This is an optimization exercise on Yosys and OpenROAD, whose aim is small area and a short achievable clock period, not a production implementation. Where RTL was checked, it was by simulation tests only, not by an equivalence proof against the original. For run 1, only the layout was checked, not whether the RTL still works. Power and IR drop assume default switching activity.

==> flow/design.v, too long to show whole: its modules and the start of the top module <==
// module abs_difference: 8 lines
// module SAD_4x8: 1364 lines
// module control: 25 lines
// module top_level: 165 lines
module top_level
#(parameter WIDTH = 8)
(
	input clk, rst, init, finish, ack,
	input [WIDTH-1:0]
		ori_0,
		ori_1,
		ori_2,
		ori_3,
		ori_4,
		ori_5,
		ori_6,
		ori_7,
		ori_8,
		ori_9,
		ori_10,
		ori_11,
		ori_12,
		ori_13,
		ori_14,
		ori_15,
		ori_16,
		ori_17,
		ori_18,
		ori_19,
		ori_20,
		ori_21,
		ori_22,
		ori_23,
		ori_24,
		ori_25,
		ori_26,
		ori_27,
		ori_28,
		ori_29,
		ori_30,
		ori_31,
		can_0,
		can_1,
		can_2,
		can_3,
		can_4,
		can_5,
		can_6,
		can_7,
		can_8,
		can_9,
		can_10,
		can_11,
		can_12,
		can_13,
		can_14,
		can_15,
		can_16,
		can_17,
		can_18,
		can_19,
		can_20,
		can_21,
		can_22,
		can_23,
		can_24,
		can_25,
		can_26,
		can_27,
		can_28,
		can_29,
		can_30,
		can_31,
	output done,
	output [WIDTH+4:0] out_sad
	);
  // ...
==> flow/run.sh <==
#!/bin/bash
# synth_recipe.tcl (not shown) runs the flow's synth.tcl, then flattens the netlist and writes it again
# the make line also repeats each setting of config.mk as NAME=value (left out here)
make -C /OpenROAD-flow-scripts/flow DESIGN_CONFIG=/design/flow/config.mk WORK_HOME=/design/flow/orfs CLKGATE_MAP_FILE= SYNTH_SCRIPT=/design/flow/synth_recipe.tcl finish
==> flow/config.mk <==
export PLATFORM = sky130hd
export DESIGN_NAME = top_level
export DESIGN_NICKNAME = top_level
export VERILOG_FILES = /design/flow/design.v
export SDC_FILE = /design/flow/constraint.sdc
export NUM_CORES = 4
export LEC_CHECK = 0
export CAP_MARGIN = 20
export CORE_MARGIN = 2
export CORE_UTILIZATION = 40
export SLEW_MARGIN = 20
==> flow/constraint.sdc <==
create_clock -name core_clock -period 5.8 [get_ports {clk}]
set_input_delay 1.1600 -clock core_clock [delete_from_list [all_inputs] [get_ports {clk}]]
set_output_delay 1.1600 -clock core_clock [all_outputs]
set_load 0.01 [all_outputs]
==> impl_metrics.xml, run 1 <==
<?xml version="1.0" encoding="UTF-8"?>
<metrics>
  <group name="critical_path">
    <metric name="critPathLaunch" unit="">ori_24[0]</metric>
    <metric name="worst_setup_path_endpoint" unit="">b_SAD_4x8.ra[36]</metric>
    <metric name="setup.worst_path.class" unit="">in -&gt; reg</metric>
    <metric name="critical-path-top-delay-family" unit="">adder cells</metric>
    <metric name="crit_arrival" unit="ps">5010</metric>
    <metric name="r2r_setup_slack" unit="ps">2000</metric>
    <metric name="critical_path.endpoint_type" unit="">register</metric>
  </group>
  <group name="detailed_routing">
    <metric name="met2WireLength" unit="mm">42.1</metric>
    <metric name="wl_per_cell" unit="um">19.1</metric>
    <metric name="route.layer.met1.wl" unit="mm">35.2</metric>
    <metric name="route.met3.wl" unit="mm">3.28</metric>
  </group>
  <group name="timing">
    <metric name="setup_slack" unit="ps">1120</metric>
    <metric name="timing.final.crit_share" unit="">0.807</metric>
    <metric name="final.setup.tns" unit="ps">0</metric>
    <metric name="hold_violation_total_from_the_final_report" unit="">0</metric>
    <metric name="max_clock_skew" unit="ps">17.2</metric>
    <metric name="setup-violations-final" unit="">0</metric>
  </group>
  <group name="floorplan">
    <metric name="dieWidth" unit="um">257</metric>
    <metric name="tap-cell-count" unit="">846</metric>
  </group>
  <group name="layout">
    <metric name="largest_cell_class" unit="">multi-input combinational cells</metric>
    <metric name="area_used_by_sequential_logic_in_the_layout" unit="um^2">3950</metric>
    <metric name="nNonClkBuffers" unit="">532</metric>
    <metric name="insertedDiodeCount" unit="">4</metric>
    <metric name="layout.nonclk_buf_frac" unit="">0.163</metric>
    <metric name="final_cell_mix" unit="">sky130_fd_sc_hd__inv_1, sky130_fd_sc_hd__clkdlybuf4s50_1, sky130_fd_sc_hd__fa_1, sky130_fd_sc_hd__ha_1, sky130_fd_sc_hd__xnor2_1</metric>
  </group>
  <group name="place">
    <metric name="hpwlAfterDp" unit="mm">74.6</metric>
    <metric name="place_area" unit="um^2">31900</metric>
    <metric name="post-place-cells" unit="">4229</metric>
    <metric name="portBuffers" unit="">530</metric>
  </group>
  <group name="pwr">
    <metric name="power_in_sequential_cells" unit="uW">2640</metric>
    <metric name="share_comb_of_total_power" unit="">0.748</metric>
    <metric name="power.clock.fraction" unit="">0.082</metric>
  </group>
  <group name="synth">
    <metric name="async_reset_ff_frac" unit="">0.0102</metric>
    <metric name="synth-main-ff-cell" unit="">sky130_fd_sc_hd__dfxtp_1</metric>
    <metric name="syn-instance-count" unit="">2879</metric>
    <metric name="seq_area_frac_synth" unit="">0.154</metric>
    <metric name="postSynthNetCount" unit="">3969</metric>
  </group>
  <group name="clock_tree">
    <metric name="cts_tree" unit="">yes</metric>
  </group>
  <group name="hold_path">
    <metric name="whs_path_depth" unit="">0</metric>
    <metric name="holdCritPathClass" unit="">reg -&gt; reg</metric>
  </group>
  <group name="global_route">
    <metric name="gr-usage-met2" unit="">0.451</metric>
    <metric name="first_global_vias" unit="">22716</metric>
    <metric name="grt_remaining_overflow" unit="">0</metric>
  </group>
  <group name="run_status">
    <metric name="run_status" unit="">no timing/DRC/antenna violations</metric>
  </group>
</metrics>
==> inputs of run 2 (changes only) <==
--- a/flow/design.v
+++ b/flow/design.v
@@ -263,17 +263,17 @@
 	wire c_31 = t_31[8];
 	wire [7:0] y_31 = t_31[7:0] ^ {8{~c_31}};
 	wire d0_31 = ori_31[0] ^ can_31[0];
 	wire p1_31 = c_31 & t_31[0];
 	wire d1_31 = y_31[1] ^ p1_31;
 	wire p2_31 = p1_31 & t_31[1];
 	wire d2_31 = y_31[2] ^ p2_31;
 	wire p3_31 = p2_31 & t_31[2];
-	reg [132:0] ra;
+	reg [195:0] ra;
 	reg [46:0] rb;
 	wire s1;
 	wire c2;
 	wire s3;
 	wire c4;
 	wire s5;
 	wire c6;
 	wire s7;
@@ -812,17 +812,17 @@
 	wire c540;
 	wire s541;
 	wire c542;
 	wire s543;
 	wire c544;
 	wire s545;
 	wire c546;
 	always @(posedge clk)
-		ra <= {c310, c308, c306, s309, s307, s305, c304, c302, c300, c298, c296, c294, c292, c184, s303, s301, s299, s297, s295, s293, s291, c290, c288, c286, c284, c282, c280, c278, s183, s289, s287, s285, s283, s281, s279, s277, c276, c274, c272, c270, c268, c266, c264, s163, s275, s273, s271, s269, s267, s265, s263, c262, c260, c258, c256, c254, c252, c250, c248, s143, s261, s259, s257, s255, s253, s251, s249, s247, c246, c244, c242, c240, c238, c236, c234, c232, c230, s123, s245, s243, s241, s239, s237, s235, s233, s231, s229, c228, c226, c224, c222, c220, c218, c216, c214, c212, s227, s225, s223, s221, s219, s217, s215, s213, s211, c210, c208, c206, c204, c202, c200, c198, c196, c194, s209, s207, s205, s203, s201, s199, s197, s195, s193, c192, c190, c188, c186, s191, s189, s187, s185, s25, s23};
+		ra <= {c184, c182, c180, c178, c176, c174, c172, c170, c168, c166, s183, s181, s179, s177, s175, s173, s171, s169, s167, s165, c164, c162, c160, c158, c156, c154, c152, c150, c148, c146, y_31[7], y_30[7], s163, s161, s159, s157, s155, s153, s151, s149, s147, s145, c144, c142, c140, c138, c136, c134, c132, c130, c128, c126, y_31[6], y_30[6], s143, s141, s139, s137, s135, s133, s131, s129, s127, s125, c124, c122, c120, c118, c116, c114, c112, c110, c108, c106, y_31[5], y_30[5], s123, s121, s119, s117, s115, s113, s111, s109, s107, s105, c104, c102, c100, c98, c96, c94, c92, c90, c88, c86, c84, c82, c80, y_31[4], y_30[4], s103, s101, s99, s97, s95, s93, s91, s89, s87, s85, s83, s81, s79, c78, c76, c74, c72, c70, c68, c66, c64, c62, c60, c58, c56, c54, p3_31, s77, s75, s73, s71, s69, s67, s65, s63, s61, s59, s57, s55, s53, c52, c50, c48, c46, c44, c42, c40, c38, c36, c34, c32, c30, c28, d2_31, s51, s49, s47, s45, s43, s41, s39, s37, s35, s33, s31, s29, s27, c26, c24, c22, c20, c18, c16, c14, c12, c10, c8, c6, c4, c2, d1_31, s25, s23, s21, s19, s17, s15, s13, s11, s9, s7, s5, s3, s1, d0_31};
 	always @(posedge clk)
 		rb <= {c482, c450, c396, s481, c480, c478, s449, c448, s479, s477, c476, c474, s447, s475, s473, c472, c470, s441, s471, s469, c468, c466, s435, s433, s467, s465, c464, c462, s429, s427, s463, s461, c460, c458, s421, s419, s459, s457, c456, c454, s413, s455, s453, c452, s451, s313, s311};
 	assign s1 = y_0[0] ^ c_0 ^ y_1[0];
 	assign c2 = (y_0[0] & c_0) | (y_0[0] & y_1[0]) | (c_0 & y_1[0]);
 	assign s3 = c_1 ^ y_2[0] ^ c_2;
 	assign c4 = (c_1 & y_2[0]) | (c_1 & c_2) | (y_2[0] & c_2);
 	assign s5 = y_3[0] ^ c_3 ^ y_4[0];
 	assign c6 = (y_3[0] & c_3) | (y_3[0] & y_4[0]) | (c_3 & y_4[0]);
@@ -999,230 +999,230 @@
 	assign s177 = y_18[7] ^ y_19[7] ^ y_20[7];
 	assign c178 = (y_18[7] & y_19[7]) | (y_18[7] & y_20[7]) | (y_19[7] & y_20[7]);
 	assign s179 = y_21[7] ^ y_22[7] ^ y_23[7];
 	assign c180 = (y_21[7] & y_22[7]) | (y_21[7] & y_23[7]) | (y_22[7] & y_23[7]);
 	assign s181 = y_24[7] ^ y_25[7] ^ y_26[7];
 	assign c182 = (y_24[7] & y_25[7]) | (y_24[7] & y_26[7]) | (y_25[7] & y_26[7]);
 	assign s183 = y_27[7] ^ y_28[7] ^ y_29[7];
 	assign c184 = (y_27[7] & y_28[7]) | (y_27[7] & y_29[7]) | (y_28[7] & y_29[7]);
-	assign s185 = d0_31 ^ s1 ^ s3;
-	assign c186 = (d0_31 & s1) | (d0_31 & s3) | (s1 & s3);
-	assign s187 = s5 ^ s7 ^ s9;
-	assign c188 = (s5 & s7) | (s5 & s9) | (s7 & s9);
-	assign s189 = s11 ^ s13 ^ s15;
-	assign c190 = (s11 & s13) | (s11 & s15) | (s13 & s15);
-	assign s191 = s17 ^ s19 ^ s21;
-	assign c192 = (s17 & s19) | (s17 & s21) | (s19 & s21);
-	assign s193 = d1_31 ^ c2 ^ c4;
-	assign c194 = (d1_31 & c2) | (d1_31 & c4) | (c2 & c4);
-	assign s195 = c6 ^ c8 ^ c10;
-	assign c196 = (c6 & c8) | (c6 & c10) | (c8 & c10);
-	assign s197 = c12 ^ c14 ^ c16;
-	assign c198 = (c12 & c14) | (c12 & c16) | (c14 & c16);
-	assign s199 = c18 ^ c20 ^ c22;
-	assign c200 = (c18 & c20) | (c18 & c22) | (c20 & c22);
-	assign s201 = c24 ^ c26 ^ s27;
-	assign c202 = (c24 & c26) | (c24 & s27) | (c26 & s27);
-	assign s203 = s29 ^ s31 ^ s33;
-	assign c204 = (s29 & s31) | (s29 & s33) | (s31 & s33);
-	assign s205 = s35 ^ s37 ^ s39;
-	assign c206 = (s35 & s37) | (s35 & s39) | (s37 & s39);
-	assign s207 = s41 ^ s43 ^ s45;
-	assign c208 = (s41 & s43) | (s41 & s45) | (s43 & s45);
-	assign s209 = s47 ^ s49 ^ s51;
-	assign c210 = (s47 & s49) | (s47 & s51) | (s49 & s51);
-	assign s211 = d2_31 ^ c28 ^ c30;
-	assign c212 = (d2_31 & c28) | (d2_31 & c30) | (c28 & c30);
-	assign s213 = c32 ^ c34 ^ c36;
-	assign c214 = (c32 & c34) | (c32 & c36) | (c34 & c36);
-	assign s215 = c38 ^ c40 ^ c42;
-	assign c216 = (c38 & c40) | (c38 & c42) | (c40 & c42);
-	assign s217 = c44 ^ c46 ^ c48;
-	assign c218 = (c44 & c46) | (c44 & c48) | (c46 & c48);
-	assign s219 = c50 ^ c52 ^ s53;
-	assign c220 = (c50 & c52) | (c50 & s53) | (c52 & s53);
-	assign s221 = s55 ^ s57 ^ s59;
-	assign c222 = (s55 & s57) | (s55 & s59) | (s57 & s59);
-	assign s223 = s61 ^ s63 ^ s65;
-	assign c224 = (s61 & s63) | (s61 & s65) | (s63 & s65);
-	assign s225 = s67 ^ s69 ^ s71;
-	assign c226 = (s67 & s69) | (s67 & s71) | (s69 & s71);
-	assign s227 = s73 ^ s75 ^ s77;
-	assign c228 = (s73 & s75) | (s73 & s77) | (s75 & s77);
-	assign s229 = p3_31 ^ c54 ^ c56;
-	assign c230 = (p3_31 & c54) | (p3_31 & c56) | (c54 & c56);
-	assign s231 = c58 ^ c60 ^ c62;
-	assign c232 = (c58 & c60) | (c58 & c62) | (c60 & c62);
-	assign s233 = c64 ^ c66 ^ c68;
-	assign c234 = (c64 & c66) | (c64 & c68) | (c66 & c68);
-	assign s235 = c70 ^ c72 ^ c74;
-	assign c236 = (c70 & c72) | (c70 & c74) | (c72 & c74);
-	assign s237 = c76 ^ c78 ^ s79;
-	assign c238 = (c76 & c78) | (c76 & s79) | (c78 & s79);
-	assign s239 = s81 ^ s83 ^ s85;
-	assign c240 = (s81 & s83) | (s81 & s85) | (s83 & s85);
-	assign s241 = s87 ^ s89 ^ s91;
-	assign c242 = (s87 & s89) | (s87 & s91) | (s89 & s91);
-	assign s243 = s93 ^ s95 ^ s97;
-	assign c244 = (s93 & s95) | (s93 & s97) | (s95 & s97);
-	assign s245 = s99 ^ s101 ^ s103;
-	assign c246 = (s99 & s101) | (s99 & s103) | (s101 & s103);
-	assign s247 = y_30[4] ^ y_31[4] ^ c80;
-	assign c248 = (y_30[4] & y_31[4]) | (y_30[4] & c80) | (y_31[4] & c80);
-	assign s249 = c82 ^ c84 ^ c86;
-	assign c250 = (c82 & c84) | (c82 & c86) | (c84 & c86);
-	assign s251 = c88 ^ c90 ^ c92;
-	assign c252 = (c88 & c90) | (c88 & c92) | (c90 & c92);
-	assign s253 = c94 ^ c96 ^ c98;
-	assign c254 = (c94 & c96) | (c94 & c98) | (c96 & c98);
-	assign s255 = c100 ^ c102 ^ c104;
-	assign c256 = (c100 & c102) | (c100 & c104) | (c102 & c104);
-	assign s257 = s105 ^ s107 ^ s109;
-	assign c258 = (s105 & s107) | (s105 & s109) | (s107 & s109);
-	assign s259 = s111 ^ s113 ^ s115;
-	assign c260 = (s111 & s113) | (s111 & s115) | (s113 & s115);
-	assign s261 = s117 ^ s119 ^ s121;
-	assign c262 = (s117 & s119) | (s117 & s121) | (s119 & s121);
-	assign s263 = y_30[5] ^ y_31[5] ^ c106;
-	assign c264 = (y_30[5] & y_31[5]) | (y_30[5] & c106) | (y_31[5] & c106);
-	assign s265 = c108 ^ c110 ^ c112;
-	assign c266 = (c108 & c110) | (c108 & c112) | (c110 & c112);
-	assign s267 = c114 ^ c116 ^ c118;
-	assign c268 = (c114 & c116) | (c114 & c118) | (c116 & c118);
-	assign s269 = c120 ^ c122 ^ c124;
-	assign c270 = (c120 & c122) | (c120 & c124) | (c122 & c124);
-	assign s271 = s125 ^ s127 ^ s129;
-	assign c272 = (s125 & s127) | (s125 & s129) | (s127 & s129);
-	assign s273 = s131 ^ s133 ^ s135;
-	assign c274 = (s131 & s133) | (s131 & s135) | (s133 & s135);
-	assign s275 = s137 ^ s139 ^ s141;
-	assign c276 = (s137 & s139) | (s137 & s141) | (s139 & s141);
-	assign s277 = y_30[6] ^ y_31[6] ^ c126;
-	assign c278 = (y_30[6] & y_31[6]) | (y_30[6] & c126) | (y_31[6] & c126);
-	assign s279 = c128 ^ c130 ^ c132;
-	assign c280 = (c128 & c130) | (c128 & c132) | (c130 & c132);
-	assign s281 = c134 ^ c136 ^ c138;
-	assign c282 = (c134 & c136) | (c134 & c138) | (c136 & c138);
-	assign s283 = c140 ^ c142 ^ c144;
-	assign c284 = (c140 & c142) | (c140 & c144) | (c142 & c144);
-	assign s285 = s145 ^ s147 ^ s149;
-	assign c286 = (s145 & s147) | (s145 & s149) | (s147 & s149);
-	assign s287 = s151 ^ s153 ^ s155;
-	assign c288 = (s151 & s153) | (s151 & s155) | (s153 & s155);
-	assign s289 = s157 ^ s159 ^ s161;
-	assign c290 = (s157 & s159) | (s157 & s161) | (s159 & s161);
-	assign s291 = y_30[7] ^ y_31[7] ^ c146;
-	assign c292 = (y_30[7] & y_31[7]) | (y_30[7] & c146) | (y_31[7] & c146);
-	assign s293 = c148 ^ c150 ^ c152;
-	assign c294 = (c148 & c150) | (c148 & c152) | (c150 & c152);
-	assign s295 = c154 ^ c156 ^ c158;
-	assign c296 = (c154 & c156) | (c154 & c158) | (c156 & c158);
-	assign s297 = c160 ^ c162 ^ c164;
-	assign c298 = (c160 & c162) | (c160 & c164) | (c162 & c164);
-	assign s299 = s165 ^ s167 ^ s169;
-	assign c300 = (s165 & s167) | (s165 & s169) | (s167 & s169);
-	assign s301 = s171 ^ s173 ^ s175;
-	assign c302 = (s171 & s173) | (s171 & s175) | (s173 & s175);
-	assign s303 = s177 ^ s179 ^ s181;
-	assign c304 = (s177 & s179) | (s177 & s181) | (s179 & s181);
-	assign s305 = c166 ^ c168 ^ c170;
-	assign c306 = (c166 & c168) | (c166 & c170) | (c168 & c170);
-	assign s307 = c172 ^ c174 ^ c176;
-	assign c308 = (c172 & c174) | (c172 & c176) | (c174 & c176);
-	assign s309 = c178 ^ c180 ^ c182;
-	assign c310 = (c178 & c180) | (c178 & c182) | (c180 & c182);
-	assign s311 = ra[0] ^ ra[1] ^ ra[2];
-	assign c312 = (ra[0] & ra[1]) | (ra[0] & ra[2]) | (ra[1] & ra[2]);
-	assign s313 = ra[3] ^ ra[4] ^ ra[5];
-	assign c314 = (ra[3] & ra[4]) | (ra[3] & ra[5]) | (ra[4] & ra[5]);
-	assign s315 = ra[6] ^ ra[7] ^ ra[8];
-	assign c316 = (ra[6] & ra[7]) | (ra[6] & ra[8]) | (ra[7] & ra[8]);
-	assign s317 = ra[9] ^ ra[10] ^ ra[11];
-	assign c318 = (ra[9] & ra[10]) | (ra[9] & ra[11]) | (ra[10] & ra[11]);
-	assign s319 = ra[12] ^ ra[13] ^ ra[14];
-	assign c320 = (ra[12] & ra[13]) | (ra[12] & ra[14]) | (ra[13] & ra[14]);
-	assign s321 = ra[15] ^ ra[16] ^ ra[17];
-	assign c322 = (ra[15] & ra[16]) | (ra[15] & ra[17]) | (ra[16] & ra[17]);
-	assign s323 = ra[19] ^ ra[20] ^ ra[21];
-	assign c324 = (ra[19] & ra[20]) | (ra[19] & ra[21]) | (ra[20] & ra[21]);
-	assign s325 = ra[22] ^ ra[23] ^ ra[24];
-	assign c326 = (ra[22] & ra[23]) | (ra[22] & ra[24]) | (ra[23] & ra[24]);
-	assign s327 = ra[25] ^ ra[26] ^ ra[27];
-	assign c328 = (ra[25] & ra[26]) | (ra[25] & ra[27]) | (ra[26] & ra[27]);
-	assign s329 = ra[28] ^ ra[29] ^ ra[30];
-	assign c330 = (ra[28] & ra[29]) | (ra[28] & ra[30]) | (ra[29] & ra[30]);
-	assign s331 = ra[31] ^ ra[32] ^ ra[33];
-	assign c332 = (ra[31] & ra[32]) | (ra[31] & ra[33]) | (ra[32] & ra[33]);
-	assign s333 = ra[34] ^ ra[35] ^ ra[36];
-	assign c334 = (ra[34] & ra[35]) | (ra[34] & ra[36]) | (ra[35] & ra[36]);
-	assign s335 = ra[37] ^ ra[38] ^ ra[39];
-	assign c336 = (ra[37] & ra[38]) | (ra[37] & ra[39]) | (ra[38] & ra[39]);
-	assign s337 = ra[40] ^ ra[41] ^ ra[42];
-	assign c338 = (ra[40] & ra[41]) | (ra[40] & ra[42]) | (ra[41] & ra[42]);
-	assign s339 = ra[43] ^ ra[44] ^ ra[45];
-	assign c340 = (ra[43] & ra[44]) | (ra[43] & ra[45]) | (ra[44] & ra[45]);
-	assign s341 = ra[46] ^ ra[47] ^ ra[48];
-	assign c342 = (ra[46] & ra[47]) | (ra[46] & ra[48]) | (ra[47] & ra[48]);
-	assign s343 = ra[49] ^ ra[50] ^ ra[51];
-	assign c344 = (ra[49] & ra[50]) | (ra[49] & ra[51]) | (ra[50] & ra[51]);
-	assign s345 = ra[52] ^ ra[53] ^ ra[54];
-	assign c346 = (ra[52] & ra[53]) | (ra[52] & ra[54]) | (ra[53] & ra[54]);
-	assign s347 = ra[55] ^ ra[56] ^ ra[57];
-	assign c348 = (ra[55] & ra[56]) | (ra[55] & ra[57]) | (ra[56] & ra[57]);
-	assign s349 = ra[58] ^ ra[59] ^ ra[60];
-	assign c350 = (ra[58] & ra[59]) | (ra[58] & ra[60]) | (ra[59] & ra[60]);
-	assign s351 = ra[61] ^ ra[62] ^ ra[63];
-	assign c352 = (ra[61] & ra[62]) | (ra[61] & ra[63]) | (ra[62] & ra[63]);
-	assign s353 = ra[64] ^ ra[65] ^ ra[66];
-	assign c354 = (ra[64] & ra[65]) | (ra[64] & ra[66]) | (ra[65] & ra[66]);
-	assign s355 = ra[67] ^ ra[68] ^ ra[69];
-	assign c356 = (ra[67] & ra[68]) | (ra[67] & ra[69]) | (ra[68] & ra[69]);
-	assign s357 = ra[70] ^ ra[71] ^ ra[72];
-	assign c358 = (ra[70] & ra[71]) | (ra[70] & ra[72]) | (ra[71] & ra[72]);
-	assign s359 = ra[73] ^ ra[74] ^ ra[75];
-	assign c360 = (ra[73] & ra[74]) | (ra[73] & ra[75]) | (ra[74] & ra[75]);
-	assign s361 = ra[76] ^ ra[77] ^ ra[78];
-	assign c362 = (ra[76] & ra[77]) | (ra[76] & ra[78]) | (ra[77] & ra[78]);
-	assign s363 = ra[79] ^ ra[80] ^ ra[81];
-	assign c364 = (ra[79] & ra[80]) | (ra[79] & ra[81]) | (ra[80] & ra[81]);
-	assign s365 = ra[82] ^ ra[83] ^ ra[84];
-	assign c366 = (ra[82] & ra[83]) | (ra[82] & ra[84]) | (ra[83] & ra[84]);
-	assign s367 = ra[85] ^ ra[86] ^ ra[87];
-	assign c368 = (ra[85] & ra[86]) | (ra[85] & ra[87]) | (ra[86] & ra[87]);
-	assign s369 = ra[89] ^ ra[90] ^ ra[91];
-	assign c370 = (ra[89] & ra[90]) | (ra[89] & ra[91]) | (ra[90] & ra[91]);
-	assign s371 = ra[92] ^ ra[93] ^ ra[94];
-	assign c372 = (ra[92] & ra[93]) | (ra[92] & ra[94]) | (ra[93] & ra[94]);
-	assign s373 = ra[95] ^ ra[96] ^ ra[97];
-	assign c374 = (ra[95] & ra[96]) | (ra[95] & ra[97]) | (ra[96] & ra[97]);
-	assign s375 = ra[98] ^ ra[99] ^ ra[100];
-	assign c376 = (ra[98] & ra[99]) | (ra[98] & ra[100]) | (ra[99] & ra[100]);
-	assign s377 = ra[101] ^ ra[102] ^ ra[103];
-	assign c378 = (ra[101] & ra[102]) | (ra[101] & ra[103]) | (ra[102] & ra[103]);
-	assign s379 = ra[104] ^ ra[105] ^ ra[106];
-	assign c380 = (ra[104] & ra[105]) | (ra[104] & ra[106]) | (ra[105] & ra[106]);
-	assign s381 = ra[107] ^ ra[108] ^ ra[109];
-	assign c382 = (ra[107] & ra[108]) | (ra[107] & ra[109]) | (ra[108] & ra[109]);
-	assign s383 = ra[110] ^ ra[111] ^ ra[112];
-	assign c384 = (ra[110] & ra[111]) | (ra[110] & ra[112]) | (ra[111] & ra[112]);
-	assign s385 = ra[113] ^ ra[114] ^ ra[115];
-	assign c386 = (ra[113] & ra[114]) | (ra[113] & ra[115]) | (ra[114] & ra[115]);
-	assign s387 = ra[116] ^ ra[117] ^ ra[118];
-	assign c388 = (ra[116] & ra[117]) | (ra[116] & ra[118]) | (ra[117] & ra[118]);
-	assign s389 = ra[119] ^ ra[120] ^ ra[121];
-	assign c390 = (ra[119] & ra[120]) | (ra[119] & ra[121]) | (ra[120] & ra[121]);
-	assign s391 = ra[122] ^ ra[123] ^ ra[124];
-	assign c392 = (ra[122] & ra[123]) | (ra[122] & ra[124]) | (ra[123] & ra[124]);
-	assign s393 = ra[125] ^ ra[126] ^ ra[127];
-	assign c394 = (ra[125] & ra[126]) | (ra[125] & ra[127]) | (ra[126] & ra[127]);
-	assign s395 = ra[130] ^ ra[131] ^ ra[132];
-	assign c396 = (ra[130] & ra[131]) | (ra[130] & ra[132]) | (ra[131] & ra[132]);
-	assign s397 = ra[18] ^ c312 ^ c314;
-	assign c398 = (ra[18] & c312) | (ra[18] & c314) | (c312 & c314);
+	assign s185 = ra[0] ^ ra[1] ^ ra[2];
+	assign c186 = (ra[0] & ra[1]) | (ra[0] & ra[2]) | (ra[1] & ra[2]);
+	assign s187 = ra[3] ^ ra[4] ^ ra[5];
+	assign c188 = (ra[3] & ra[4]) | (ra[3] & ra[5]) | (ra[4] & ra[5]);
+	assign s189 = ra[6] ^ ra[7] ^ ra[8];
+	assign c190 = (ra[6] & ra[7]) | (ra[6] & ra[8]) | (ra[7] & ra[8]);
+	assign s191 = ra[9] ^ ra[10] ^ ra[11];
+	assign c192 = (ra[9] & ra[10]) | (ra[9] & ra[11]) | (ra[10] & ra[11]);
+	assign s193 = ra[14] ^ ra[15] ^ ra[16];
+	assign c194 = (ra[14] & ra[15]) | (ra[14] & ra[16]) | (ra[15] & ra[16]);
+	assign s195 = ra[17] ^ ra[18] ^ ra[19];
+	assign c196 = (ra[17] & ra[18]) | (ra[17] & ra[19]) | (ra[18] & ra[19]);
+	assign s197 = ra[20] ^ ra[21] ^ ra[22];
+	assign c198 = (ra[20] & ra[21]) | (ra[20] & ra[22]) | (ra[21] & ra[22]);
+	assign s199 = ra[23] ^ ra[24] ^ ra[25];
+	assign c200 = (ra[23] & ra[24]) | (ra[23] & ra[25]) | (ra[24] & ra[25]);
+	assign s201 = ra[26] ^ ra[27] ^ ra[28];
+	assign c202 = (ra[26] & ra[27]) | (ra[26] & ra[28]) | (ra[27] & ra[28]);
+	assign s203 = ra[29] ^ ra[30] ^ ra[31];
+	assign c204 = (ra[29] & ra[30]) | (ra[29] & ra[31]) | (ra[30] & ra[31]);
+	assign s205 = ra[32] ^ ra[33] ^ ra[34];
+	assign c206 = (ra[32] & ra[33]) | (ra[32] & ra[34]) | (ra[33] & ra[34]);
+	assign s207 = ra[35] ^ ra[36] ^ ra[37];
+	assign c208 = (ra[35] & ra[36]) | (ra[35] & ra[37]) | (ra[36] & ra[37]);
+	assign s209 = ra[38] ^ ra[39] ^ ra[40];
+	assign c210 = (ra[38] & ra[39]) | (ra[38] & ra[40]) | (ra[39] & ra[40]);
+	assign s211 = ra[41] ^ ra[42] ^ ra[43];
+	assign c212 = (ra[41] & ra[42]) | (ra[41] & ra[43]) | (ra[42] & ra[43]);
+	assign s213 = ra[44] ^ ra[45] ^ ra[46];
+	assign c214 = (ra[44] & ra[45]) | (ra[44] & ra[46]) | (ra[45] & ra[46]);
+	assign s215 = ra[47] ^ ra[48] ^ ra[49];
+	assign c216 = (ra[47] & ra[48]) | (ra[47] & ra[49]) | (ra[48] & ra[49]);
+	assign s217 = ra[50] ^ ra[51] ^ ra[52];
+	assign c218 = (ra[50] & ra[51]) | (ra[50] & ra[52]) | (ra[51] & ra[52]);
+	assign s219 = ra[53] ^ ra[54] ^ ra[55];
+	assign c220 = (ra[53] & ra[54]) | (ra[53] & ra[55]) | (ra[54] & ra[55]);
+	assign s221 = ra[56] ^ ra[57] ^ ra[58];
+	assign c222 = (ra[56] & ra[57]) | (ra[56] & ra[58]) | (ra[57] & ra[58]);
+	assign s223 = ra[59] ^ ra[60] ^ ra[61];
+	assign c224 = (ra[59] & ra[60]) | (ra[59] & ra[61]) | (ra[60] & ra[61]);
+	assign s225 = ra[62] ^ ra[63] ^ ra[64];
+	assign c226 = (ra[62] & ra[63]) | (ra[62] & ra[64]) | (ra[63] & ra[64]);
+	assign s227 = ra[65] ^ ra[66] ^ ra[67];
+	assign c228 = (ra[65] & ra[66]) | (ra[65] & ra[67]) | (ra[66] & ra[67]);
+	assign s229 = ra[68] ^ ra[69] ^ ra[70];
+	assign c230 = (ra[68] & ra[69]) | (ra[68] & ra[70]) | (ra[69] & ra[70]);
+	assign s231 = ra[71] ^ ra[72] ^ ra[73];
+	assign c232 = (ra[71] & ra[72]) | (ra[71] & ra[73]) | (ra[72] & ra[73]);
+	assign s233 = ra[74] ^ ra[75] ^ ra[76];
+	assign c234 = (ra[74] & ra[75]) | (ra[74] & ra[76]) | (ra[75] & ra[76]);
+	assign s235 = ra[77] ^ ra[78] ^ ra[79];
+	assign c236 = (ra[77] & ra[78]) | (ra[77] & ra[79]) | (ra[78] & ra[79]);
+	assign s237 = ra[80] ^ ra[81] ^ ra[82];
+	assign c238 = (ra[80] & ra[81]) | (ra[80] & ra[82]) | (ra[81] & ra[82]);
+	assign s239 = ra[83] ^ ra[84] ^ ra[85];
+	assign c240 = (ra[83] & ra[84]) | (ra[83] & ra[85]) | (ra[84] & ra[85]);
+	assign s241 = ra[86] ^ ra[87] ^ ra[88];
+	assign c242 = (ra[86] & ra[87]) | (ra[86] & ra[88]) | (ra[87] & ra[88]);
+	assign s243 = ra[89] ^ ra[90] ^ ra[91];
+	assign c244 = (ra[89] & ra[90]) | (ra[89] & ra[91]) | (ra[90] & ra[91]);
+	assign s245 = ra[92] ^ ra[93] ^ ra[94];
+	assign c246 = (ra[92] & ra[93]) | (ra[92] & ra[94]) | (ra[93] & ra[94]);
+	assign s247 = ra[95] ^ ra[96] ^ ra[97];
+	assign c248 = (ra[95] & ra[96]) | (ra[95] & ra[97]) | (ra[96] & ra[97]);
+	assign s249 = ra[98] ^ ra[99] ^ ra[100];
+	assign c250 = (ra[98] & ra[99]) | (ra[98] & ra[100]) | (ra[99] & ra[100]);
+	assign s251 = ra[101] ^ ra[102] ^ ra[103];
+	assign c252 = (ra[101] & ra[102]) | (ra[101] & ra[103]) | (ra[102] & ra[103]);
+	assign s253 = ra[104] ^ ra[105] ^ ra[106];
+	assign c254 = (ra[104] & ra[105]) | (ra[104] & ra[106]) | (ra[105] & ra[106]);
+	assign s255 = ra[107] ^ ra[108] ^ ra[109];
+	assign c256 = (ra[107] & ra[108]) | (ra[107] & ra[109]) | (ra[108] & ra[109]);
+	assign s257 = ra[110] ^ ra[111] ^ ra[112];
+	assign c258 = (ra[110] & ra[111]) | (ra[110] & ra[112]) | (ra[111] & ra[112]);
+	assign s259 = ra[113] ^ ra[114] ^ ra[115];
+	assign c260 = (ra[113] & ra[114]) | (ra[113] & ra[115]) | (ra[114] & ra[115]);
+	assign s261 = ra[116] ^ ra[117] ^ ra[118];
+	assign c262 = (ra[116] & ra[117]) | (ra[116] & ra[118]) | (ra[117] & ra[118]);
+	assign s263 = ra[120] ^ ra[121] ^ ra[122];
+	assign c264 = (ra[120] & ra[121]) | (ra[120] & ra[122]) | (ra[121] & ra[122]);
+	assign s265 = ra[123] ^ ra[124] ^ ra[125];
+	assign c266 = (ra[123] & ra[124]) | (ra[123] & ra[125]) | (ra[124] & ra[125]);
+	assign s267 = ra[126] ^ ra[127] ^ ra[128];
+	assign c268 = (ra[126] & ra[127]) | (ra[126] & ra[128]) | (ra[127] & ra[128]);
+	assign s269 = ra[129] ^ ra[130] ^ ra[131];
+	assign c270 = (ra[129] & ra[130]) | (ra[129] & ra[131]) | (ra[130] & ra[131]);
+	assign s271 = ra[132] ^ ra[133] ^ ra[134];
+	assign c272 = (ra[132] & ra[133]) | (ra[132] & ra[134]) | (ra[133] & ra[134]);
+	assign s273 = ra[135] ^ ra[136] ^ ra[137];
+	assign c274 = (ra[135] & ra[136]) | (ra[135] & ra[137]) | (ra[136] & ra[137]);
+	assign s275 = ra[138] ^ ra[139] ^ ra[140];
+	assign c276 = (ra[138] & ra[139]) | (ra[138] & ra[140]) | (ra[139] & ra[140]);
+	assign s277 = ra[142] ^ ra[143] ^ ra[144];
+	assign c278 = (ra[142] & ra[143]) | (ra[142] & ra[144]) | (ra[143] & ra[144]);
+	assign s279 = ra[145] ^ ra[146] ^ ra[147];
+	assign c280 = (ra[145] & ra[146]) | (ra[145] & ra[147]) | (ra[146] & ra[147]);
+	assign s281 = ra[148] ^ ra[149] ^ ra[150];
+	assign c282 = (ra[148] & ra[149]) | (ra[148] & ra[150]) | (ra[149] & ra[150]);
+	assign s283 = ra[151] ^ ra[152] ^ ra[153];
+	assign c284 = (ra[151] & ra[152]) | (ra[151] & ra[153]) | (ra[152] & ra[153]);
+	assign s285 = ra[154] ^ ra[155] ^ ra[156];
+	assign c286 = (ra[154] & ra[155]) | (ra[154] & ra[156]) | (ra[155] & ra[156]);
+	assign s287 = ra[157] ^ ra[158] ^ ra[159];
+	assign c288 = (ra[157] & ra[158]) | (ra[157] & ra[159]) | (ra[158] & ra[159]);
+	assign s289 = ra[160] ^ ra[161] ^ ra[162];
+	assign c290 = (ra[160] & ra[161]) | (ra[160] & ra[162]) | (ra[161] & ra[162]);
+	assign s291 = ra[164] ^ ra[165] ^ ra[166];
+	assign c292 = (ra[164] & ra[165]) | (ra[164] & ra[166]) | (ra[165] & ra[166]);
+	assign s293 = ra[167] ^ ra[168] ^ ra[169];
+	assign c294 = (ra[167] & ra[168]) | (ra[167] & ra[169]) | (ra[168] & ra[169]);
+	assign s295 = ra[170] ^ ra[171] ^ ra[172];
+	assign c296 = (ra[170] & ra[171]) | (ra[170] & ra[172]) | (ra[171] & ra[172]);
+	assign s297 = ra[173] ^ ra[174] ^ ra[175];
+	assign c298 = (ra[173] & ra[174]) | (ra[173] & ra[175]) | (ra[174] & ra[175]);
+	assign s299 = ra[176] ^ ra[177] ^ ra[178];
+	assign c300 = (ra[176] & ra[177]) | (ra[176] & ra[178]) | (ra[177] & ra[178]);
+	assign s301 = ra[179] ^ ra[180] ^ ra[181];
+	assign c302 = (ra[179] & ra[180]) | (ra[179] & ra[181]) | (ra[180] & ra[181]);
+	assign s303 = ra[182] ^ ra[183] ^ ra[184];
+	assign c304 = (ra[182] & ra[183]) | (ra[182] & ra[184]) | (ra[183] & ra[184]);
+	assign s305 = ra[186] ^ ra[187] ^ ra[188];
+	assign c306 = (ra[186] & ra[187]) | (ra[186] & ra[188]) | (ra[187] & ra[188]);
+	assign s307 = ra[189] ^ ra[190] ^ ra[191];
+	assign c308 = (ra[189] & ra[190]) | (ra[189] & ra[191]) | (ra[190] & ra[191]);
+	assign s309 = ra[192] ^ ra[193] ^ ra[194];
+	assign c310 = (ra[192] & ra[193]) | (ra[192] & ra[194]) | (ra[193] & ra[194]);
+	assign s311 = ra[12] ^ ra[13] ^ s185;
+	assign c312 = (ra[12] & ra[13]) | (ra[12] & s185) | (ra[13] & s185);
+	assign s313 = s187 ^ s189 ^ s191;
+	assign c314 = (s187 & s189) | (s187 & s191) | (s189 & s191);
+	assign s315 = c186 ^ c188 ^ c190;
+	assign c316 = (c186 & c188) | (c186 & c190) | (c188 & c190);
+	assign s317 = c192 ^ s193 ^ s195;
+	assign c318 = (c192 & s193) | (c192 & s195) | (s193 & s195);
+	assign s319 = s197 ^ s199 ^ s201;
+	assign c320 = (s197 & s199) | (s197 & s201) | (s199 & s201);
+	assign s321 = s203 ^ s205 ^ s207;
+	assign c322 = (s203 & s205) | (s203 & s207) | (s205 & s207);
+	assign s323 = c194 ^ c196 ^ c198;
+	assign c324 = (c194 & c196) | (c194 & c198) | (c196 & c198);
+	assign s325 = c200 ^ c202 ^ c204;
+	assign c326 = (c200 & c202) | (c200 & c204) | (c202 & c204);
+	assign s327 = c206 ^ c208 ^ c210;
+	assign c328 = (c206 & c208) | (c206 & c210) | (c208 & c210);
+	assign s329 = s211 ^ s213 ^ s215;
+	assign c330 = (s211 & s213) | (s211 & s215) | (s213 & s215);
+	assign s331 = s217 ^ s219 ^ s221;
+	assign c332 = (s217 & s219) | (s217 & s221) | (s219 & s221);
+	assign s333 = s223 ^ s225 ^ s227;
+	assign c334 = (s223 & s225) | (s223 & s227) | (s225 & s227);
+	assign s335 = c212 ^ c214 ^ c216;
+	assign c336 = (c212 & c214) | (c212 & c216) | (c214 & c216);
+	assign s337 = c218 ^ c220 ^ c222;
+	assign c338 = (c218 & c220) | (c218 & c222) | (c220 & c222);
+	assign s339 = c224 ^ c226 ^ c228;
+	assign c340 = (c224 & c226) | (c224 & c228) | (c226 & c228);
+	assign s341 = s229 ^ s231 ^ s233;
+	assign c342 = (s229 & s231) | (s229 & s233) | (s231 & s233);
+	assign s343 = s235 ^ s237 ^ s239;
+	assign c344 = (s235 & s237) | (s235 & s239) | (s237 & s239);
+	assign s345 = s241 ^ s243 ^ s245;
+	assign c346 = (s241 & s243) | (s241 & s245) | (s243 & s245);
+	assign s347 = ra[119] ^ c230 ^ c232;
+	assign c348 = (ra[119] & c230) | (ra[119] & c232) | (c230 & c232);
+	assign s349 = c234 ^ c236 ^ c238;
+	assign c350 = (c234 & c236) | (c234 & c238) | (c236 & c238);
+	assign s351 = c240 ^ c242 ^ c244;
+	assign c352 = (c240 & c242) | (c240 & c244) | (c242 & c244);
+	assign s353 = c246 ^ s247 ^ s249;
+	assign c354 = (c246 & s247) | (c246 & s249) | (s247 & s249);
+	assign s355 = s251 ^ s253 ^ s255;
+	assign c356 = (s251 & s253) | (s251 & s255) | (s253 & s255);
+	assign s357 = s257 ^ s259 ^ s261;
+	assign c358 = (s257 & s259) | (s257 & s261) | (s259 & s261);
+	assign s359 = ra[141] ^ c248 ^ c250;
+	assign c360 = (ra[141] & c248) | (ra[141] & c250) | (c248 & c250);
+	assign s361 = c252 ^ c254 ^ c256;
+	assign c362 = (c252 & c254) | (c252 & c256) | (c254 & c256);
+	assign s363 = c258 ^ c260 ^ c262;
+	assign c364 = (c258 & c260) | (c258 & c262) | (c260 & c262);
+	assign s365 = s263 ^ s265 ^ s267;
+	assign c366 = (s263 & s265) | (s263 & s267) | (s265 & s267);
+	assign s367 = s269 ^ s271 ^ s273;
+	assign c368 = (s269 & s271) | (s269 & s273) | (s271 & s273);
+	assign s369 = ra[163] ^ c264 ^ c266;
+	assign c370 = (ra[163] & c264) | (ra[163] & c266) | (c264 & c266);
+	assign s371 = c268 ^ c270 ^ c272;
+	assign c372 = (c268 & c270) | (c268 & c272) | (c270 & c272);
+	assign s373 = c274 ^ c276 ^ s277;
+	assign c374 = (c274 & c276) | (c274 & s277) | (c276 & s277);
+	assign s375 = s279 ^ s281 ^ s283;
+	assign c376 = (s279 & s281) | (s279 & s283) | (s281 & s283);
+	assign s377 = s285 ^ s287 ^ s289;
+	assign c378 = (s285 & s287) | (s285 & s289) | (s287 & s289);
+	assign s379 = ra[185] ^ c278 ^ c280;
+	assign c380 = (ra[185] & c278) | (ra[185] & c280) | (c278 & c280);
+	assign s381 = c282 ^ c284 ^ c286;
+	assign c382 = (c282 & c284) | (c282 & c286) | (c284 & c286);
+	assign s383 = c288 ^ c290 ^ s291;
+	assign c384 = (c288 & c290) | (c288 & s291) | (c290 & s291);
+	assign s385 = s293 ^ s295 ^ s297;
+	assign c386 = (s293 & s295) | (s293 & s297) | (s295 & s297);
+	assign s387 = s299 ^ s301 ^ s303;
+	assign c388 = (s299 & s301) | (s299 & s303) | (s301 & s303);
+	assign s389 = ra[195] ^ c292 ^ c294;
+	assign c390 = (ra[195] & c292) | (ra[195] & c294) | (c292 & c294);
+	assign s391 = c296 ^ c298 ^ c300;
+	assign c392 = (c296 & c298) | (c296 & c300) | (c298 & c300);
+	assign s393 = c302 ^ c304 ^ s305;
+	assign c394 = (c302 & c304) | (c302 & s305) | (c304 & s305);
+	assign s395 = c306 ^ c308 ^ c310;
+	assign c396 = (c306 & c308) | (c306 & c310) | (c308 & c310);
+	assign s397 = s209 ^ c312 ^ c314;
+	assign c398 = (s209 & c312) | (s209 & c314) | (c312 & c314);
 	assign s399 = s315 ^ s317 ^ s319;
 	assign c400 = (s315 & s317) | (s315 & s319) | (s317 & s319);
 	assign s401 = c316 ^ c318 ^ c320;
 	assign c402 = (c316 & c318) | (c316 & c320) | (c318 & c320);
 	assign s403 = c322 ^ s323 ^ s325;
 	assign c404 = (c322 & s323) | (c322 & s325) | (s323 & s325);
 	assign s405 = s327 ^ s329 ^ s331;
 	assign c406 = (s327 & s329) | (s327 & s331) | (s329 & s331);
@@ -1237,18 +1237,18 @@
 	assign s415 = c336 ^ c338 ^ c340;
 	assign c416 = (c336 & c338) | (c336 & c340) | (c338 & c340);
 	assign s417 = c342 ^ c344 ^ c346;
 	assign c418 = (c342 & c344) | (c342 & c346) | (c344 & c346);
 	assign s419 = s347 ^ s349 ^ s351;
 	assign c420 = (s347 & s349) | (s347 & s351) | (s349 & s351);
 	assign s421 = s353 ^ s355 ^ s357;
 	assign c422 = (s353 & s355) | (s353 & s357) | (s355 & s357);
-	assign s423 = ra[88] ^ c348 ^ c350;
-	assign c424 = (ra[88] & c348) | (ra[88] & c350) | (c348 & c350);
+	assign s423 = s275 ^ c348 ^ c350;
+	assign c424 = (s275 & c348) | (s275 & c350) | (c348 & c350);
 	assign s425 = c352 ^ c354 ^ c356;
 	assign c426 = (c352 & c354) | (c352 & c356) | (c354 & c356);
 	assign s427 = c358 ^ s359 ^ s361;
 	assign c428 = (c358 & s359) | (c358 & s361) | (s359 & s361);
 	assign s429 = s363 ^ s365 ^ s367;
 	assign c430 = (s363 & s365) | (s363 & s367) | (s365 & s367);
 	assign s431 = c360 ^ c362 ^ c364;
 	assign c432 = (c360 & c362) | (c360 & c364) | (c362 & c364);
@@ -1257,18 +1257,18 @@
 	assign s435 = s371 ^ s373 ^ s375;
 	assign c436 = (s371 & s373) | (s371 & s375) | (s373 & s375);
 	assign s437 = c370 ^ c372 ^ c374;
 	assign c438 = (c370 & c372) | (c370 & c374) | (c372 & c374);
 	assign s439 = c376 ^ c378 ^ s379;
 	assign c440 = (c376 & c378) | (c376 & s379) | (c378 & s379);
 	assign s441 = s381 ^ s383 ^ s385;
 	assign c442 = (s381 & s383) | (s381 & s385) | (s383 & s385);
-	assign s443 = ra[128] ^ ra[129] ^ c380;
-	assign c444 = (ra[128] & ra[129]) | (ra[128] & c380) | (ra[129] & c380);
+	assign s443 = s307 ^ s309 ^ c380;
+	assign c444 = (s307 & s309) | (s307 & c380) | (s309 & c380);
 	assign s445 = c382 ^ c384 ^ c386;
 	assign c446 = (c382 & c384) | (c382 & c386) | (c384 & c386);
 	assign s447 = c388 ^ s389 ^ s391;
 	assign c448 = (c388 & s389) | (c388 & s391) | (s389 & s391);
 	assign s449 = c390 ^ c392 ^ c394;
 	assign c450 = (c390 & c392) | (c390 & c394) | (c392 & c394);
 	assign s451 = s321 ^ s397 ^ s399;
 	assign c452 = (s321 & s397) | (s321 & s399) | (s397 & s399);
==> flow/config.mk (replaced) <==
export PLATFORM = sky130hd
export DESIGN_NAME = top_level
export DESIGN_NICKNAME = top_level
export VERILOG_FILES = /design/flow/design.v
export SDC_FILE = /design/flow/constraint.sdc
export NUM_CORES = 4
export LEC_CHECK = 0
export CAP_MARGIN = 20
export CORE_MARGIN = 2
export CORE_UTILIZATION = 40
export SETUP_SLACK_MARGIN = 2.5
export SLEW_MARGIN = 20
==> run 2 against run 1 <==
Against the previous run: critical path depth rose by 1; utilization rose by 4.1 points; global-route usage fell by 1.3 points; sequential share of layout area rose by 1.9 points; highest routed layer is now met4; critical endpoint is now total[12]; die area rose by 4.6%; register-to-register slack improved by 250 ps; flip-flop and latch count rose by 63; via count rose by 3.9%.
==> impl_metrics.xml, run 2 <==
<?xml version="1.0" encoding="UTF-8"?>
<metrics>
  <group name="run_status">
    <metric name="run_status" unit="">no timing/DRC/antenna violations</metric>
  </group>
  <group name="floorplan">
    <metric name="pin_count" unit="">531</metric>
    <metric name="dieWidth" unit="um">263</metric>
    <metric name="fp-row-count" unit="">95</metric>
    <metric name="floorplan.initialDensity" unit="">0.402</metric>
    <metric name="die_y" unit="um">263</metric>
    <metric name="die_area" unit="um^2">69300</metric>
    <metric name="floorplan.core_area" unit="um^2">66800</metric>
  </group>
  <group name="synth">
    <metric name="post_synth_most_frequent_cells" unit="">sky130_fd_sc_hd__inv_1, sky130_fd_sc_hd__fa_1, sky130_fd_sc_hd__ha_1</metric>
    <metric name="synth-warning-count" unit="">3</metric>
    <metric name="synth_top_area_cell" unit="">sky130_fd_sc_hd__fa_1</metric>
    <metric name="synth-main-ff-cell" unit="">sky130_fd_sc_hd__dfxtp_1</metric>
    <metric name="synth_enable_flop_cells" unit="">0</metric>
    <metric name="synth.ff_latch_count" unit="">260</metric>
    <metric name="synth.most_common_cell" unit="">sky130_fd_sc_hd__inv_1</metric>
    <metric name="postSynthNetCount" unit="">4007</metric>
    <metric name="async_reset_ff_frac" unit="">0.00769</metric>
    <metric name="synth_top_cell_area_share" unit="">0.217</metric>
    <metric name="ys_types" unit="">81</metric>
    <metric name="syn-instance-count" unit="">2917</metric>
    <metric name="seq_area_frac_synth" unit="">0.194</metric>
    <metric name="syn-mean-instance-area" unit="um^2">9.21</metric>
    <metric name="synth_area" unit="um^2">26900</metric>
    <metric name="synth_top_cells_by_area" unit="">sky130_fd_sc_hd__fa_1, sky130_fd_sc_hd__dfxtp_1, sky130_fd_sc_hd__ha_1</metric>
  </group>
  <group name="place">
    <metric name="portBuffers" unit="">530</metric>
    <metric name="post-place-cells" unit="">4285</metric>
    <metric name="hpwlAfterDp" unit="mm">70.1</metric>
    <metric name="finalWeightedCongestion" unit="">0.893</metric>
  </group>
  <group name="timing">
    <metric name="final.setup.tns" unit="ps">0</metric>
    <metric name="max_freq" unit="GHz">0.282</metric>
    <metric name="final-max-slew-violation-count" unit="">0</metric>
    <metric name="hold_violation_total_from_the_final_report" unit="">0</metric>
    <metric name="setup-violations-final" unit="">0</metric>
    <metric name="max_clock_skew" unit="ps">19.7</metric>
    <metric name="relSlewSlack" unit="">0.620</metric>
    <metric name="post-route-min-period" unit="ps">3550</metric>
    <metric name="worst_slew_pin_slew" unit="ps">561</metric>
    <metric name="timing.final.crit_share" unit="">0.612</metric>
    <metric name="grt_setup_unrepaired" unit="">true</metric>
  </group>
  <group name="clock_tree">
    <metric name="clock_path_buffers" unit="">3</metric>
    <metric name="cts_htree_levels" unit="">1</metric>
    <metric name="worst_skew_pair.late_latency" unit="ps">560</metric>
    <metric name="cts-root-buf" unit="">sky130_fd_sc_hd__clkbuf_16</metric>
    <metric name="clkSlewWorstSetupHoldPaths" unit="ps">70</metric>
    <metric name="cts_tree" unit="">yes</metric>
    <metric name="cts.sink_count" unit="">260</metric>
    <metric name="numCtsBuffers" unit="">30</metric>
  </group>
  <group name="global_route">
    <metric name="grt_start_max_net_pins" unit="">15</metric>
    <metric name="grt_remaining_overflow" unit="">0</metric>
    <metric name="grt_antenna_before_repair" unit="">2</metric>
    <metric name="first_global_vias" unit="">23540</metric>
    <metric name="global_route_wire_length_before_repair" unit="mm">127</metric>
    <metric name="grt_usage" unit="">0.232</metric>
  </group>
  <group name="layout">
    <metric name="max_flop_register" unit="">b_SAD_4x8.ra</metric>
    <metric name="synthToLayoutAreaGrowth" unit="%">38.2</metric>
    <metric name="final-instance-count-excl-fill" unit="">4445</metric>
    <metric name="largest_reg_flops" unit="">196</metric>
    <metric name="final_layout_size_suffix_gt1_frac" unit="">0.150</metric>
    <metric name="final_cell_mix" unit="">sky130_fd_sc_hd__inv_1, sky130_fd_sc_hd__clkdlybuf4s50_1, sky130_fd_sc_hd__fa_1, sky130_fd_sc_hd__dfxtp_1, sky130_fd_sc_hd__ha_1</metric>
    <metric name="final_common_cell" unit="">sky130_fd_sc_hd__inv_1</metric>
    <metric name="design.final.nets" unit="">4637</metric>
    <metric name="final_util" unit="">0.556</metric>
    <metric name="largest_registers" unit="">b_SAD_4x8.ra (196), b_SAD_4x8.rb (47), total (13)</metric>
  </group>
  <group name="pwr">
    <metric name="power.clock.fraction" unit="">0.090</metric>
    <metric name="p_switching" unit="uW">9630</metric>
    <metric name="portion_of_total_power_attributed_to_sequential_cells" unit="">0.164</metric>
    <metric name="leakage" unit="uW">0.0171</metric>
    <metric name="sw_share" unit="">0.465</metric>
    <metric name="total_power_density_per_cell_area" unit="nW/um^2">557</metric>
    <metric name="intPower" unit="uW">11100</metric>
    <metric name="share_comb_of_total_power" unit="">0.746</metric>
    <metric name="vdd_drop_max" unit="mV">1.48</metric>
  </group>
  <group name="hold_path">
    <metric name="holdCritPathClass" unit="">reg -&gt; reg</metric>
    <metric name="min_from" unit="">total[9]</metric>
  </group>
  <group name="critical_path">
    <metric name="setup.worst_path.class" unit="">reg -&gt; reg</metric>
    <metric name="critical_path.endpoint_type" unit="">register</metric>
    <metric name="r2r_start" unit="">b_SAD_4x8.rb[39]</metric>
    <metric name="r2r_setup_slack" unit="ps">2250</metric>
    <metric name="crit_arrival" unit="ps">4000</metric>
    <metric name="critPathLaunch" unit="">b_SAD_4x8.rb[39]</metric>
    <metric name="crit_path_max_fanout" unit="">2</metric>
    <metric name="worst_setup_path_start_kind" unit="">register</metric>
    <metric name="crit_required" unit="ps">6250</metric>
  </group>
  <group name="detailed_routing">
    <metric name="detail_route.drc_violations" unit="">0</metric>
    <metric name="finalWirelength" unit="mm">82.6</metric>
    <metric name="postRouteAntennaNets" unit="">0</metric>
    <metric name="vias_per_cell" unit="">4.95</metric>
    <metric name="wl_per_cell" unit="um">18.6</metric>
    <metric name="drt_pass_1_iters" unit="">7</metric>
    <metric name="routed-via-count" unit="">21994</metric>
    <metric name="drt_first_iter_violations" unit="">761</metric>
  </group>
  <group name="flow_run">
    <metric name="max_cap_violations" unit="">0</metric>
  </group>
</metrics>
run 2: cell count changes after synthesis, sizes merged, moves of 24 or more:
cell	before	now
nand3	15	39
nor2	103	147
inv	675	598
dfxtp	195	258
xor2	84	116
run 2: critical path, cell delays in order, from the launching register on:
cell and delay, ps:
sky130_fd_sc_hd__dfxtp_2 320, sky130_fd_sc_hd__inv_2 30, sky130_fd_sc_hd__fa_1 530, sky130_fd_sc_hd__inv_1 60, sky130_fd_sc_hd__fa_1 520, sky130_fd_sc_hd__inv_2 40, sky130_fd_sc_hd__fa_1 510, sky130_fd_sc_hd__inv_2 50
sky130_fd_sc_hd__ha_4 210, sky130_fd_sc_hd__a21o_1 160, sky130_fd_sc_hd__a21oi_2 130, sky130_fd_sc_hd__or4b_4 490, sky130_fd_sc_hd__a31oi_4 150, sky130_fd_sc_hd__xor2_1 170, sky130_fd_sc_hd__o21ai_1 70
run 2: final cells by class:
cell class	instances	area, um^2
Fill cell	5944	29700
Inverter	598	2280
Timing Repair Buffer	633	6230
Tap cell	873	1090
Antenna cell	2	5.00
Clock inverter	17	143
Clock buffer	38	852
Sequential cell	260	5220
Multi-Input combinational cell	2024	21300
run 2: final timing paths:
kind | to | cells after the start
max in group asynchronous | b_control.state[1] | 2
min reg2reg | total[9] | 2
max | total[12] | 14
max reg2reg | total[12] | 14
min | total[9] | 2
min in group asynchronous | b_control.state[0] | 2
run 2: kinds of logic (layout without fill, tap and decap cells):
logic type,after synthesis,count (layout),share of synthesized area
DFF,260,260,0.194
muxes,17,17,0.00647
and+or+nand+nor,531,531,0.103
other,0,2,0
buffers and inverters,633,1286,0.0894
adders and majority gates,573,573,0.348
xor gates and xnor gates,368,368,0.121
AOI/OAI and AO/OA,535,535,0.138
run 2: routing by layer:
metal  track usage  vias to the layer above  share of wire
met5             0                        -              0
met2         0.437                      447           0.52
met4        0.0398                        0          0.016
li1              -                    10738              -
met3        0.0186                       76          0.029
met1         0.290                    10733           0.43
run 2: power groups by stage:
stage	clock network (uW)	registers (uW)	logic [uW]
floorplan	0	3200	9330
global placement	0	3440	12700
detailed placement	0	3430	13100
CTS	1910	3410	14400
global route	1980	3470	17600
finish	1870	3390	15400
run 2: timing repair:
action | 4_1_cts | 5_1_grt
pin swaps | 101 | 171
hold buffers | 0 | 0
resized for setup | 161 | 307
setup buffers | 52 | 51
setup endpoints to repair | 117 | 130
run 2: metrics by stage:
| step | total power (uW) | hold WS, ps | area [um^2] | setup WS (ps) |
|---|---|---|---|---|
| final | 20700 | 452 | 37200 | 2250 |
| after global routing | 23000 | 477 | 37200 | 2130 |
| after CTS | 19700 | 458 | 35400 | 2220 |
| after detailed placement | 16500 | 442 | 33300 | 1340 |
| after global placement | 16100 | 445 | 33300 | 1350 |
| after floorplan | 12500 | 428 | 27100 | 2270 |
==> inputs of run 3 (changes only) <==
--- a/flow/config.mk
+++ b/flow/config.mk
@@ -8,5 +8,5 @@
 export CAP_MARGIN = 20
 export CORE_MARGIN = 2
 export CORE_UTILIZATION = 40
-export SETUP_SLACK_MARGIN = 2.5
+export SETUP_SLACK_MARGIN = 3.5
 export SLEW_MARGIN = 20
==> run 3 against run 2 <==
Against the previous run: die area is the same; flip-flop and latch count unchanged; final area up 24%; clock skew rose by 2.7 ps; clock power is 6% higher; first-iteration DRC count is 31% higher; area after synthesis stayed put; routed wire length up 12%; count of clock-buffer cells in the layout shrank 5; largest power group unchanged; final cell count rose by 6.4%; highest routed layer is now met5; via count grew 7.7%.
==> impl_metrics.xml, run 3 <==
<?xml version="1.0" encoding="UTF-8"?>
<metrics>
  <group name="critical_path">
    <metric name="setup.worst_path.class" unit="">reg -&gt; reg</metric>
    <metric name="crit_required" unit="ps">6250</metric>
    <metric name="worst_setup_path_start_kind" unit="">register</metric>
    <metric name="critical_path.endpoint_type" unit="">register</metric>
    <metric name="worstRegToRegCells" unit="">14</metric>
    <metric name="worst_setup_path_endpoint" unit="">total[12]</metric>
    <metric name="critical_register_to_register_path_endpoint" unit="">total[12]</metric>
    <metric name="critPathLaunch" unit="">b_SAD_4x8.rb[41]</metric>
    <metric name="r2r_setup_slack" unit="ps">2190</metric>
    <metric name="crit_arrival" unit="ps">4060</metric>
    <metric name="r2r_start" unit="">b_SAD_4x8.rb[41]</metric>
    <metric name="crit_path_max_fanout" unit="">3</metric>
  </group>
  <group name="layout">
    <metric name="design.final.nets" unit="">4923</metric>
    <metric name="largest_registers" unit="">b_SAD_4x8.ra (196), b_SAD_4x8.rb (47), total (13)</metric>
    <metric name="final_common_cell" unit="">sky130_fd_sc_hd__buf_4</metric>
    <metric name="final_layout_size_suffix_gt1_frac" unit="">0.509</metric>
    <metric name="largest_reg_flops" unit="">196</metric>
    <metric name="final_cell_mix" unit="">sky130_fd_sc_hd__buf_4, sky130_fd_sc_hd__inv_1, sky130_fd_sc_hd__inv_2, sky130_fd_sc_hd__ha_4, sky130_fd_sc_hd__dfxtp_1</metric>
    <metric name="final-instance-count-excl-fill" unit="">4730</metric>
    <metric name="max_flop_register" unit="">b_SAD_4x8.ra</metric>
    <metric name="synthToLayoutAreaGrowth" unit="%">71.5</metric>
    <metric name="final_util" unit="">0.690</metric>
  </group>
  <group name="floorplan">
    <metric name="dieWidth" unit="um">263</metric>
    <metric name="fp-row-count" unit="">95</metric>
    <metric name="die_y" unit="um">263</metric>
    <metric name="floorplan.core_area" unit="um^2">66800</metric>
    <metric name="pin_count" unit="">531</metric>
    <metric name="floorplan.initialDensity" unit="">0.402</metric>
    <metric name="die_area" unit="um^2">69300</metric>
  </group>
  <group name="detailed_routing">
    <metric name="finalWirelength" unit="mm">92.8</metric>
    <metric name="detail_route.drc_violations" unit="">0</metric>
    <metric name="drt_pass_1_iters" unit="">5</metric>
    <metric name="routed-via-count" unit="">23692</metric>
    <metric name="postRouteAntennaNets" unit="">0</metric>
    <metric name="vias_per_cell" unit="">5.01</metric>
    <metric name="drt_first_iter_violations" unit="">994</metric>
    <metric name="wl_per_cell" unit="um">19.6</metric>
  </group>
  <group name="timing">
    <metric name="setup_slack" unit="ps">2190</metric>
    <metric name="max_freq" unit="GHz">0.277</metric>
    <metric name="hold_violation_total_from_the_final_report" unit="">0</metric>
    <metric name="post-route-min-period" unit="ps">3610</metric>
    <metric name="relSlewSlack" unit="">0.604</metric>
    <metric name="timing.final.crit_share" unit="">0.623</metric>
    <metric name="setup-violations-final" unit="">0</metric>
    <metric name="final-max-slew-violation-count" unit="">0</metric>
    <metric name="max_clock_skew" unit="ps">22.4</metric>
    <metric name="final.setup.tns" unit="ps">0</metric>
    <metric name="fin_worst_hold_slack" unit="ps">452</metric>
    <metric name="worst_slew_pin_slew" unit="ps">589</metric>
    <metric name="grt_setup_unrepaired" unit="">true</metric>
  </group>
  <group name="synth">
    <metric name="synth.most_common_cell" unit="">sky130_fd_sc_hd__inv_1</metric>
    <metric name="synth.ff_latch_count" unit="">260</metric>
    <metric name="postSynthNetCount" unit="">4007</metric>
    <metric name="synth_area" unit="um^2">26900</metric>
    <metric name="synth_enable_flop_cells" unit="">0</metric>
    <metric name="synth-main-ff-cell" unit="">sky130_fd_sc_hd__dfxtp_1</metric>
    <metric name="syn-mean-instance-area" unit="um^2">9.21</metric>
    <metric name="ys_types" unit="">81</metric>
    <metric name="synth_top_cells_by_area" unit="">sky130_fd_sc_hd__fa_1, sky130_fd_sc_hd__dfxtp_1, sky130_fd_sc_hd__ha_1</metric>
    <metric name="synth-warning-count" unit="">3</metric>
    <metric name="syn-instance-count" unit="">2917</metric>
    <metric name="async_reset_ff_frac" unit="">0.00769</metric>
    <metric name="synth_top_area_cell" unit="">sky130_fd_sc_hd__fa_1</metric>
    <metric name="post_synth_most_frequent_cells" unit="">sky130_fd_sc_hd__inv_1, sky130_fd_sc_hd__fa_1, sky130_fd_sc_hd__ha_1</metric>
    <metric name="seq_area_frac_synth" unit="">0.194</metric>
    <metric name="synth_top_cell_area_share" unit="">0.217</metric>
  </group>
  <group name="place">
    <metric name="post-place-cells" unit="">4285</metric>
    <metric name="hpwlAfterDp" unit="mm">71.6</metric>
    <metric name="portBuffers" unit="">530</metric>
    <metric name="place_worst_setup_slack" unit="ps">1400</metric>
    <metric name="finalWeightedCongestion" unit="">0.886</metric>
  </group>
  <group name="run_status">
    <metric name="run_status" unit="">no timing/DRC/antenna violations</metric>
  </group>
  <group name="clock_tree">
    <metric name="cts-root-buf" unit="">sky130_fd_sc_hd__clkbuf_16</metric>
    <metric name="worst_skew_pair.late_latency" unit="ps">560</metric>
    <metric name="numCtsBuffers" unit="">29</metric>
    <metric name="clkSlewWorstSetupHoldPaths" unit="ps">60</metric>
    <metric name="cts.sink_count" unit="">260</metric>
    <metric name="clock_path_buffers" unit="">3</metric>
    <metric name="cts_tree" unit="">yes</metric>
    <metric name="cts_htree_levels" unit="">1</metric>
    <metric name="hold_buffers" unit="">0</metric>
  </group>
  <group name="pwr">
    <metric name="leakage" unit="uW">0.0200</metric>
    <metric name="vdd_drop_max" unit="mV">0.878</metric>
    <metric name="total_power_density_per_cell_area" unit="nW/um^2">509</metric>
  </group>
  <group name="flow_run">
    <metric name="max_cap_violations" unit="">0</metric>
  </group>
  <group name="global_route">
    <metric name="grt_remaining_overflow" unit="">0</metric>
    <metric name="first_global_vias" unit="">26001</metric>
    <metric name="global_route_wire_length_before_repair" unit="mm">143</metric>
    <metric name="grt_usage" unit="">0.259</metric>
    <metric name="grt_antenna_before_repair" unit="">3</metric>
    <metric name="grt_start_max_net_pins" unit="">16</metric>
  </group>
  <group name="hold_path">
    <metric name="holdCritPathClass" unit="">reg -&gt; reg</metric>
  </group>
</metrics>
==> run 3: cell counts after synthesis <==
Identical to the previous run, type by type.
==> run 3: area by class of cell <==
cell class              count  area [um^2]
inverters                 598         2660
multi-input cells        2024        27600
flip-flops and latches    260         5280
clock buffers              33          781
fillers                  4912        20700
clock inverters            21          263
diodes                      1         2.50
well taps                 873         1090
repair buffers            920         8390
==> run 3: stage by stage <==
step / instance area [um^2] / total power (uW)
after CTS: 43800 / 22100
after floorplan: 29300 / 13700
after global placement: 35500 / 17500
after global routing: 46100 / 25500
after detailed placement: 35500 / 17800
final: 46100 / 23400
==> run 3: how the worst min path moves through the flow <==
stage	startpoint	endpoint	cells past startpoint
global placement	total[12]	total[12]	2
detailed placement	total[10]	total[10]	2
CTS	total[10]	total[10]	2
floorplan	en_1	en_2	0
finish	total[10]	total[10]	2
global route	total[7]	total[7]	2
==> run 3: kinds of logic after synthesis <==
logic type                 count (synthesis)  share of synthesized area
AOI/OAI and AO/OA                        535                      0.138
xor gates and xnor gates                 368                      0.121
adders and majority gates                573                      0.348
buffers and inverters                    633                     0.0894
DFF                                      260                      0.194
muxes                                     17                    0.00647
and+or+nand+nor                          531                      0.103
==> run 3: power by group <==
| part | switching [uW] | total, uW | internal [uW] |
|---|---|---|---|
| clock network | 795 | 1990 | 1200 |
| registers | 536 | 3430 | 2900 |
| logic | 9300 | 18000 | 8720 |
==> run 3: repair_timing <==
action,4_1_cts,5_1_grt
setup endpoints to repair,232,217
gates resized for setup,1884,483
pin swaps,630,444
buffers inserted,300,90
==> run 3: per-layer routing <==
metal | global-route usage | vias up | wire (um) | part of all wire
met5 | 0 | - | 13 | 0.00014
met4 | 0.0374 | 2 | 1310 | 0.014
met3 | 0.0193 | 89 | 2370 | 0.026
met2 | 0.495 | 436 | 50600 | 0.55
met1 | 0.324 | 11875 | 38500 | 0.42
li1 | - | 11290 | - | -
==> run 3: worst max-delay path, stage by stage, from the launching register on <==
cell and delay, ps:
sky130_fd_sc_hd__dfxtp_1 310, sky130_fd_sc_hd__inv_1 50, sky130_fd_sc_hd__fa_1 550, sky130_fd_sc_hd__inv_2 40, sky130_fd_sc_hd__fa_1 480, sky130_fd_sc_hd__inv_1 50
sky130_fd_sc_hd__fa_1 510, sky130_fd_sc_hd__inv_2 50, sky130_fd_sc_hd__ha_4 210, sky130_fd_sc_hd__a21o_1 160, sky130_fd_sc_hd__a21oi_2 170, sky130_fd_sc_hd__or4b_4 500
sky130_fd_sc_hd__a31oi_4 180, sky130_fd_sc_hd__xor2_1 190, sky130_fd_sc_hd__o21ai_1 70

## afterwards: timing with drivers on the ports
The results above use ideal ports. As a check the final layouts listed here were re-extracted and re-timed, cells and wires unchanged. Step 1: set_driving_cell puts a clkbuf_16 on clk and a buf_2 on each other input, an assumption about the parent block. Step 2 also shifts input and output timing later by t, the mid clock arrival at the registers, as if the neighbouring blocks saw the same clock. Three values: ideal ports, drivers, drivers and shift; two values: the first two.
| run | t (ns) | setup WS [ns] | worst setup path at the end | clock arrival spread, ns | worst slew at a driven data input, ns |
|---|---|---|---|---|---|
| run 1 | 0.484 | 1.119 / 1.133 / 0.649 | input to register | 0.017 / 0.017 | 0.11 |
| run 2 | 0.613 | 2.248 / 2.248 / 1.946 | input to register | 0.020 / 0.021 | 0.08 |
| run 3 | 0.615 | 2.186 / 2.186 / 1.946 | input to register | 0.025 / 0.024 | 0.08 |
After both steps setup and hold are still met in every run listed. The setup slack of run 1, which loses most, moves by +0.014 ns with the drivers and by -0.470 ns with both steps.
